What follows belongs to an exercise in optimizing a design on an open flow for small area, a short achievable clock period and few clock cycles per item; a production flow would make more cautious choices. Where RTL was checked, it was by simulation tests only, not by an equivalence proof against the original. Power is estimated from default activity; no workload was simulated.

==> trial 56 <==
// calculator
module calculator(
    input  wire        clk,
    input  wire        rst_n,
    input  wire        start,
    input  wire [1:0]  op,
    input  wire [15:0] a,
    input  wire [15:0] b,
    output wire [15:0] result,
    output reg         overflow,
    output reg         done,
    output reg         error
);
==> module calculator, before the edit <==
module calculator(
    input  wire        clk,
    input  wire        rst_n,
    input  wire        start,
    input  wire [1:0]  op,
    input  wire [15:0] a,
    input  wire [15:0] b,
    output wire [15:0] result,
    output reg         overflow,
    output reg         done,
    output reg         error
);
reg  [15:0] X, Y, R;
reg  [4:0]  cnt;         
reg  [1:0]  opr;         
reg         sel_q;       
wire is_mul = (opr == 2'b10);
wire is_div = (opr == 2'b11);
wire subtr  = opr[0];
wire addsub = ~opr[1];
wire [16:0] A = {R, Y[15] & ~is_mul};
wire [17:0] T;
pfx_add #(.W(17)) u_add (.a(A), .b({subtr, X}), .ci(subtr), .s(T[16:0]), .co(T[17]));
wire        cy = T[17];                  
wire [15:0] v = {R[11:0], Y[15:12]};
wire [15:0] top_x;
genvar gi;
generate
    for (gi = 0; gi < 16; gi = gi + 1) begin : tx
        if (gi == 15) begin : t
            assign top_x[gi] = 1'b1;
        end else begin : n
            assign top_x[gi] = &X[15:gi+1];
        end
    end
endgenerate
wire cnt_ge4  = |cnt[4:2];
wire skip_mul = cnt_ge4 & is_mul & (Y[15:12] == 4'd0);
wire skip_div = cnt_ge4 & is_div & (R[15:12] == 4'd0) & ~|(v & top_x);
wire skip     = skip_mul | skip_div;
wire use_t = addsub | (is_mul & Y[15]) | (is_div & cy);
wire q     = is_div & cy;
wire [4:0] cnt_m1 = cnt - 5'd1;
wire [4:0] cnt_m4 = cnt - 5'd4;
wire last = skip ? (cnt == 5'd4) : (cnt == 5'd1);
wire busy = |cnt;
wire b_zero    = (b == 16'd0);
wire st_div    = (op == 2'b11);
wire st_addsub = ~op[1];
wire ov_as  = busy & addsub;
wire ov_m   = busy & is_mul;
wire a15    = R[14];
wire ov_next = (overflow & ~ov_as)
             | (ov_m & (R[15] | (skip_mul & |R[14:12])))
             | (ov_m & ~skip_mul & Y[15] & T[16])
             | (ov_as & (a15 == X[15]) & (T[15] ^ a15));
always @(posedge clk) begin
    opr <= op;
    if (start) begin
        X      <= op[0] ? ~b : b;
        Y      <= {st_addsub ? a[0] : a[15], a[14:0]};
        R      <= st_addsub ? {1'b0, a[15:1]} : 16'd0;
        error  <= st_div & b_zero;
        sel_q  <= st_div & ~b_zero;
        overflow <= 1'b0;
    end else begin
        if (skip) begin
            R <= {R[11:0], Y[15:12]};
            Y <= {Y[11:0], 4'd0};
        end else begin
            R <= use_t ? T[15:0] : {R[14:0], Y[15]};
            Y <= {Y[14:0], q};
        end
        overflow <= ov_next;
    end
end
always @(posedge clk or negedge rst_n) begin
    if (!rst_n) begin
        cnt  <= 5'd0;
        done <= 1'b0;
    end else if (start) begin
        cnt  <= (st_div & b_zero) ? 5'd0 : (st_addsub ? 5'd1 : 5'd16);
        done <= st_div & b_zero;
    end else begin
        cnt  <= ~busy ? 5'd0 : (skip ? cnt_m4 : cnt_m1);
        done <= busy & last;
    end
end
assign result = sel_q ? Y : R;
endmodule
==> flow/config.mk <==
export PLATFORM = sky130hd
export DESIGN_NAME = calculator
export DESIGN_NICKNAME = calculator
export VERILOG_FILES = /design/flow/design.v
export SDC_FILE = /design/flow/constraint.sdc
export NUM_CORES = 4
export LEC_CHECK = 0
export ABC_AREA = 1
export CAP_MARGIN = 10
export CORE_MARGIN = 2
export CORE_UTILIZATION = 50
export SETUP_SLACK_MARGIN = 1.6
export SLEW_MARGIN = 10
==> flow/constraint.sdc <==
create_clock -name core_clock -period 4.0 [get_ports {clk}]
set_input_delay 0.8000 -clock core_clock [delete_from_list [all_inputs] [get_ports {clk}]]
set_output_delay 0.8000 -clock core_clock [all_outputs]
set_load 0.01 [all_outputs]
standard.sh (not shown) runs the stock make flow with config.mk's settings and CLKGATE_MAP_FILE= SYNTH_SCRIPT=/design/flow/synth_recipe.tcl, a recipe that flattens the netlist after the stock synthesis.
==> flow/flow/run.sh <==
#!/bin/bash
# Own layout flow: the standard ORFS layout (standard.sh), with the port
# buffers that global placement inserts made plain buffers
# (sky130_fd_sc_hd__buf_1) instead of the delay cell buffer_ports picks by
# default. Every input and output port still gets its own buffer.
# Full tool output goes to flow.log in the work folder; ORFS's per-step logs
# stay under orfs/logs/.
set -euo pipefail
cd "$(dirname "$0")/.."
bash standard.sh "BUFFER_PORTS_ARGS=-buffer_cell sky130_fd_sc_hd__buf_1" finish > flow.log 2>&1
==> build 57: changes against trial 56 <==
--- a/flow/design.v
+++ b/flow/design.v
@@ -13,31 +13,17 @@
 reg  [15:0] X, Y, R;
+reg         sgn;         
 reg  [4:0]  cnt;         
-reg  [1:0]  opr;         
-reg         sel_q;       
-wire is_mul = (opr == 2'b10);
-wire is_div = (opr == 2'b11);
-wire subtr  = opr[0];
-wire addsub = ~opr[1];
+reg         is_mul, is_div, subtr;    
+reg         en;          
+wire addsub = ~(is_mul | is_div);
+wire cin  = subtr & ~sgn;
+wire [16:0] B = {cin, X & {16{en}}};
 wire [16:0] A = {R, Y[15] & ~is_mul};
 wire [17:0] T;
-pfx_add #(.W(17)) u_add (.a(A), .b({subtr, X}), .ci(subtr), .s(T[16:0]), .co(T[17]));
-wire        cy = T[17];                  
-wire [15:0] v = {R[11:0], Y[15:12]};
-wire [15:0] top_x;
-genvar gi;
-generate
-    for (gi = 0; gi < 16; gi = gi + 1) begin : tx
-        if (gi == 15) begin : t
-            assign top_x[gi] = 1'b1;
-        end else begin : n
-            assign top_x[gi] = &X[15:gi+1];
-        end
-    end
-endgenerate
-wire cnt_ge4  = |cnt[4:2];
-wire skip_mul = cnt_ge4 & is_mul & (Y[15:12] == 4'd0);
-wire skip_div = cnt_ge4 & is_div & (R[15:12] == 4'd0) & ~|(v & top_x);
-wire skip     = skip_mul | skip_div;
-wire use_t = addsub | (is_mul & Y[15]) | (is_div & cy);
-wire q     = is_div & cy;
+pfx_add #(.W(17)) u_add (.a(A), .b(B), .ci(cin), .s(T[16:0]), .co(T[17]));
+wire [16:0] cmp;
+pfx_add #(.W(16)) u_cmp (.a({R[11:0], Y[15:12]}), .b(X), .ci(1'b1), .s(cmp[15:0]), .co(cmp[16]));
+wire cnt_ge4 = |cnt[4:2];
+wire skip = cnt_ge4 & (is_mul ? (Y[15:12] == 4'd0)
+                              : (is_div & ~sgn & (R[15:12] == 4'd0) & ~cmp[16]));
 wire [4:0] cnt_m1 = cnt - 5'd1;
@@ -49,17 +35,13 @@
 wire st_addsub = ~op[1];
-wire ov_as  = busy & addsub;
-wire ov_m   = busy & is_mul;
-wire a15    = R[14];
-wire ov_next = (overflow & ~ov_as)
-             | (ov_m & (R[15] | (skip_mul & |R[14:12])))
-             | (ov_m & ~skip_mul & Y[15] & T[16])
-             | (ov_as & (a15 == X[15]) & (T[15] ^ a15));
 always @(posedge clk) begin
-    opr <= op;
     if (start) begin
         X      <= op[0] ? ~b : b;
+        en     <= op != 2'b10 | a[15];
         Y      <= {st_addsub ? a[0] : a[15], a[14:0]};
         R      <= st_addsub ? {1'b0, a[15:1]} : 16'd0;
+        sgn    <= 1'b0;
+        is_mul <= (op == 2'b10);
+        is_div <= st_div;
+        subtr  <= op[0];
         error  <= st_div & b_zero;
-        sel_q  <= st_div & ~b_zero;
         overflow <= 1'b0;
@@ -69,7 +51,16 @@
             Y <= {Y[11:0], 4'd0};
+            en <= ~is_mul | Y[11];
         end else begin
-            R <= use_t ? T[15:0] : {R[14:0], Y[15]};
-            Y <= {Y[14:0], q};
+            R   <= T[15:0];
+            sgn <= is_div & T[16];
+            X   <= X ^ {16{is_div & (T[16] ^ sgn)}};
+            Y   <= {Y[14:0], is_div & ~T[16]};
+            en <= ~is_mul | Y[14];
         end
-        overflow <= ov_next;
+        if (busy) begin
+            if (addsub)
+                overflow <= ~(R[14] ^ X[15]) & (R[14] ^ T[15]);
+            else if (is_mul)
+                overflow <= overflow | R[15] | (skip ? |R[14:12] : T[16]);
+        end
     end
@@ -88,3 +79,3 @@
 end
-assign result = sel_q ? Y : R;
+assign result = (is_div & ~error) ? Y : R;
 endmodule
--- a/flow/config.mk
+++ b/flow/config.mk
@@ -7,7 +7,7 @@
 export LEC_CHECK = 0
-export ABC_AREA = 1
-export CAP_MARGIN = 10
+export ABC_CLOCK_PERIOD_IN_PS = 1500
+export CAP_MARGIN = 20
 export CORE_MARGIN = 2
-export CORE_UTILIZATION = 50
-export SETUP_SLACK_MARGIN = 1.6
-export SLEW_MARGIN = 10
+export CORE_UTILIZATION = 40
+export SETUP_SLACK_MARGIN = 1.5
+export SLEW_MARGIN = 20
==> trial 44: changes against trial 56 <==
==> flow/design.v (replaced) <==
module calculator(
    input  wire        clk,
    input  wire        rst_n,
    input  wire        start,
    input  wire [1:0]  op,
    input  wire [15:0] a,
    input  wire [15:0] b,
    output wire [15:0] result,
    output reg         overflow,
    output reg         done,
    output reg         error
);
reg  [15:0] X, Y;
reg  [16:0] Z;
reg         lost;        
reg  [4:0]  cnt;         
reg         sel_q;       
reg         is_mul, is_div, subtr, addsub;    
wire [17:0] T;
pfx_add #(.W(17)) u_add (.a(Z), .b({subtr, X}), .ci(subtr), .s(T[16:0]), .co(T[17]));
wire        cy = T[17];                  
wire [15:0] v = {Z[12:0], Y[15:13]};
wire [15:0] top_x;
genvar gi;
generate
    for (gi = 0; gi < 16; gi = gi + 1) begin : tx
        if (gi == 15) begin : t
            assign top_x[gi] = 1'b1;
        end else begin : n
            assign top_x[gi] = &X[15:gi+1];
        end
    end
endgenerate
wire cnt_ge4 = |cnt[4:2];
wire skip = is_div & cnt_ge4 & (Z[16:13] == 4'd0) & ~|(v & top_x);
wire q    = is_div & cy;
wire k1 = Y[14];
wire k2 = ~Y[14] & Y[13];
wire k3 = ~Y[14] & ~Y[13] & Y[12];
wire madd = Y[15];
wire [3:0] xout = k1 ? {3'b000, X[15]} : k2 ? {2'b00, X[15:14]}
                : k3 ? {1'b0, X[15:13]} : X[15:12];
wire ys1 = is_div ? ~skip : k1;
wire ys2 = ~is_div & k2;
wire ys3 = ~is_div & k3;
wire last = is_mul ? (Y[14:0] == 15'd0)
          : is_div ? (skip ? (cnt == 5'd4) : (cnt == 5'd1))
          : 1'b1;
wire busy = |cnt;
wire b_zero    = (b == 16'd0);
wire st_div    = (op == 2'b11);
wire st_mul    = (op == 2'b10);
wire st_addsub = ~op[1];
integer i;
reg [15:0] a_rev;
always @(*) for (i = 0; i < 16; i = i + 1) a_rev[i] = a[15 - i];
always @(posedge clk) begin
    is_mul <= st_mul;
    is_div <= st_div;
    subtr  <= op[0];
    addsub <= st_addsub;
    if (start) begin
        X      <= op[0] ? ~b : b;
        Y      <= st_mul ? a_rev : {a[14:0], 1'b0};
        Z      <= st_addsub ? {1'b0, a} : {16'd0, st_div & a[15] & ~b_zero};
        lost   <= 1'b0;
        error  <= st_div & b_zero;
        sel_q  <= st_div & ~b_zero;
        overflow <= 1'b0;
    end else begin
        if (is_div)
            Z <= skip ? {Z[12:0], Y[15:12]} : {cy ? T[15:0] : Z[15:0], Y[15]};
        else if (addsub | madd)
            Z <= T[16:0];
        Y <= ys1 ? {Y[14:0], q} : ys2 ? {Y[13:0], 2'b00}
           : ys3 ? {Y[12:0], 3'b000} : {Y[11:0], 4'b0000};
        if (is_mul) begin
            X <= k1 ? {X[14:0], 1'b0} : k2 ? {X[13:0], 2'b00}
               : k3 ? {X[12:0], 3'b000} : {X[11:0], 4'b0000};
            lost <= lost | (|xout);
        end
        if (busy) begin
            if (is_mul)
                overflow <= overflow | (madd & (T[16] | lost));
            else if (addsub)
                overflow <= ~(Z[15] ^ X[15]) & (Z[15] ^ T[15]);
        end
    end
end
always @(posedge clk or negedge rst_n) begin
    if (!rst_n) begin
        cnt  <= 5'd0;
        done <= 1'b0;
    end else if (start) begin
        cnt  <= (st_div & b_zero) ? 5'd0 : (st_div ? 5'd16 : 5'd1);
        done <= st_div & b_zero;
    end else begin
        cnt  <= (~busy | last) ? 5'd0 : ~is_div ? cnt : skip ? cnt - 5'd4 : cnt - 5'd1;
        done <= busy & last;
    end
end
assign result = sel_q ? Y : Z[15:0];
endmodule
module pfx_add #(parameter W = 16) (
    input  wire [W-1:0] a,
    input  wire [W-1:0] b,
    input  wire         ci,
    output wire [W-1:0] s,
    output wire         co
);
    wire [W:0] g [0:5];
    wire [W:0] p [0:5];
    assign g[0] = {a & b, ci};
    assign p[0] = {a ^ b, 1'b0};
    genvar l, i;
    generate
        for (l = 0; l < 5; l = l + 1) begin : lvl
            for (i = 0; i <= W; i = i + 1) begin : bt
                if (i >= (1 << l)) begin : mg
                    assign g[l+1][i] = g[l][i] | (p[l][i] & g[l][i - (1 << l)]);
                    assign p[l+1][i] = p[l][i] & p[l][i - (1 << l)];
                end else begin : cp
                    assign g[l+1][i] = g[l][i];
                    assign p[l+1][i] = p[l][i];
                end
            end
        end
    endgenerate
    assign s  = p[0][W:1] ^ g[5][W-1:0];
    assign co = g[5][W];
endmodule
--- a/flow/config.mk
+++ b/flow/config.mk
@@ -7,7 +7,7 @@
 export LEC_CHECK = 0
-export ABC_AREA = 1
-export CAP_MARGIN = 10
+export ABC_CLOCK_PERIOD_IN_PS = 1500
+export CAP_MARGIN = 20
 export CORE_MARGIN = 2
-export CORE_UTILIZATION = 50
-export SETUP_SLACK_MARGIN = 1.6
-export SLEW_MARGIN = 10
+export CORE_UTILIZATION = 40
+export SETUP_SLACK_MARGIN = 1.5
+export SLEW_MARGIN = 20
==> build 54: changes against trial 56 <==
--- a/flow/design.v
+++ b/flow/design.v
@@ -15,3 +15,2 @@
 reg  [1:0]  opr;         
-reg         sel_q;       
 wire is_mul = (opr == 2'b10);
@@ -63,3 +62,2 @@
         error  <= st_div & b_zero;
-        sel_q  <= st_div & ~b_zero;
         overflow <= 1'b0;
@@ -88,3 +86,3 @@
 end
-assign result = sel_q ? Y : R;
+assign result = (is_div & ~error) ? Y : R;
 endmodule
--- a/flow/config.mk
+++ b/flow/config.mk
@@ -7,7 +7,7 @@
 export LEC_CHECK = 0
-export ABC_AREA = 1
-export CAP_MARGIN = 10
+export ABC_CLOCK_PERIOD_IN_PS = 1800
+export CAP_MARGIN = 20
 export CORE_MARGIN = 2
-export CORE_UTILIZATION = 50
-export SETUP_SLACK_MARGIN = 1.6
-export SLEW_MARGIN = 10
+export CORE_UTILIZATION = 40
+export SETUP_SLACK_MARGIN = 1.5
+export SLEW_MARGIN = 20
==> notes.md <==
quantity                                                                               build 57                   trial 56                  build 54                   trial 44
Result of the run                                                      timing/DRC/antenna clean   timing/DRC/antenna clean  timing/DRC/antenna clean   timing/DRC/antenna clean
Power dissipated in sequential cells                                                    1.18 mW                     905 uW                    924 uW                    1.05 mW
Adder-Cell Fraction of Synth Area                                                         10.9%                      7.11%                     7.67%                      5.66%
Clock net sink count                                                                         61                         59                        58                         63
Power dissipated by switching net loads                                                 2.37 mW                    1.38 mW                   1.30 mW                    1.86 mW
First-pass GRT wire length                                                              23.5 mm                    20.9 mm                   18.2 mm                    30.8 mm
Count of different cell masters after synthesis                                              58                         36                        65                         63
Worst setup path startpoint                                                                X[3]                       X[4]                    opr[0]                       X[8]
Critical path's slowest cell                                          sky130_fd_sc_hd__edfxtp_1  sky130_fd_sc_hd__edfxtp_1  sky130_fd_sc_hd__dfxtp_4  sky130_fd_sc_hd__edfxtp_1
Overall Global Routing Usage                                                              24.2%                      27.6%                     21.1%                      27.8%
Worst relative slew slack                                                                 36.1%                      27.6%                     43.8%                      42.0%
Clock insertion delay at the later pin of the skew report                                330 ps                     340 ps                    360 ps                     350 ps
Starting utilization of the core area                                                     41.4%                      52.1%                     41.1%                      41.0%
Worst-path clk slew                                                                       60 ps                      70 ps                     70 ps                      60 ps
Largest area contributor in the synthesized netlist                    sky130_fd_sc_hd__dfxtp_1   sky130_fd_sc_hd__nand2_1  sky130_fd_sc_hd__dfxtp_1  sky130_fd_sc_hd__edfxtp_1
Synthesized area                                                                      4550 um^2                  4330 um^2                 4010 um^2                  5430 um^2
Count of placed standard cells in the final layout, fillers left out                        757                        827                       669                        914
Post-route minimum period                                                               2960 ps                    2240 ps                   2470 ps                    2650 ps
Number of clock buffers in the layout                                                        12                         10                        10                         10
PD cells                                                                            883 nW/um^2                613 nW/um^2               613 nW/um^2                599 nW/um^2
EDFF count, synth                                                                            20                         18                        17                         35
Worst slew pin tran                                                                      958 ps                    1090 ps                    837 ps                     869 ps
Area of all sequential standard cells                                                 1460 um^2                  1390 um^2                 1380 um^2                  1650 um^2
Top fanout value on the critical path                                                        16                         18                         4                          6
Testbench counts of trial 56, summed over its fixed seeds: cycles 20,242, ops 3,200.
Testbench counts of build 54, summed over its fixed seeds: cycles 20,242, ops 3,200.
Only the layout flow was run in build 57 and trial 44; the RTL was not checked for function there.

==> port drivers added, routing unchanged <==
How much do the figures lean on ideal ports? The routed layouts below were timed once more, with nothing changed but the port constraints.
Step 1: set_driving_cell puts a clkbuf_16 on clk and a buf_2 on each other input, an assumption about the parent block.
Step 2 moves the port delays by t, midway between the first and last clock arrival at a register: inputs arrive t later, outputs are due t later. That takes back most of the time a late clock gives input paths.
Three values: ideal, step 1, step 2; two values: the first two.
| run | t, ns | setup slack, ns | hold slack, ns | worst setup path after step 2 | slew at the worst register clock pin (ns) |
|---|---|---|---|---|---|
| trial 56 | 0.371 | 1.759 / 1.759 / 1.577 | 0.317 / 0.306 / 0.515 | input to register | 0.07 / 0.07 |
| build 57 | 0.371 | 1.038 / 1.038 / 1.038 | 0.337 / 0.317 / 0.468 | register to register | 0.06 / 0.06 |
| trial 44 | 0.390 | 1.348 / 1.348 / 1.302 | 0.312 / 0.291 / 0.556 | input to register | 0.06 / 0.06 |
| build 54 | 0.388 | 1.531 / 1.526 / 1.531 | 0.322 / 0.312 / 0.465 | register to register | 0.07 / 0.07 |
After both steps setup and hold are still met in every run listed. The setup slack of trial 56, which loses most, moves by 0.000 ns with the drivers and by -0.182 ns with both steps.
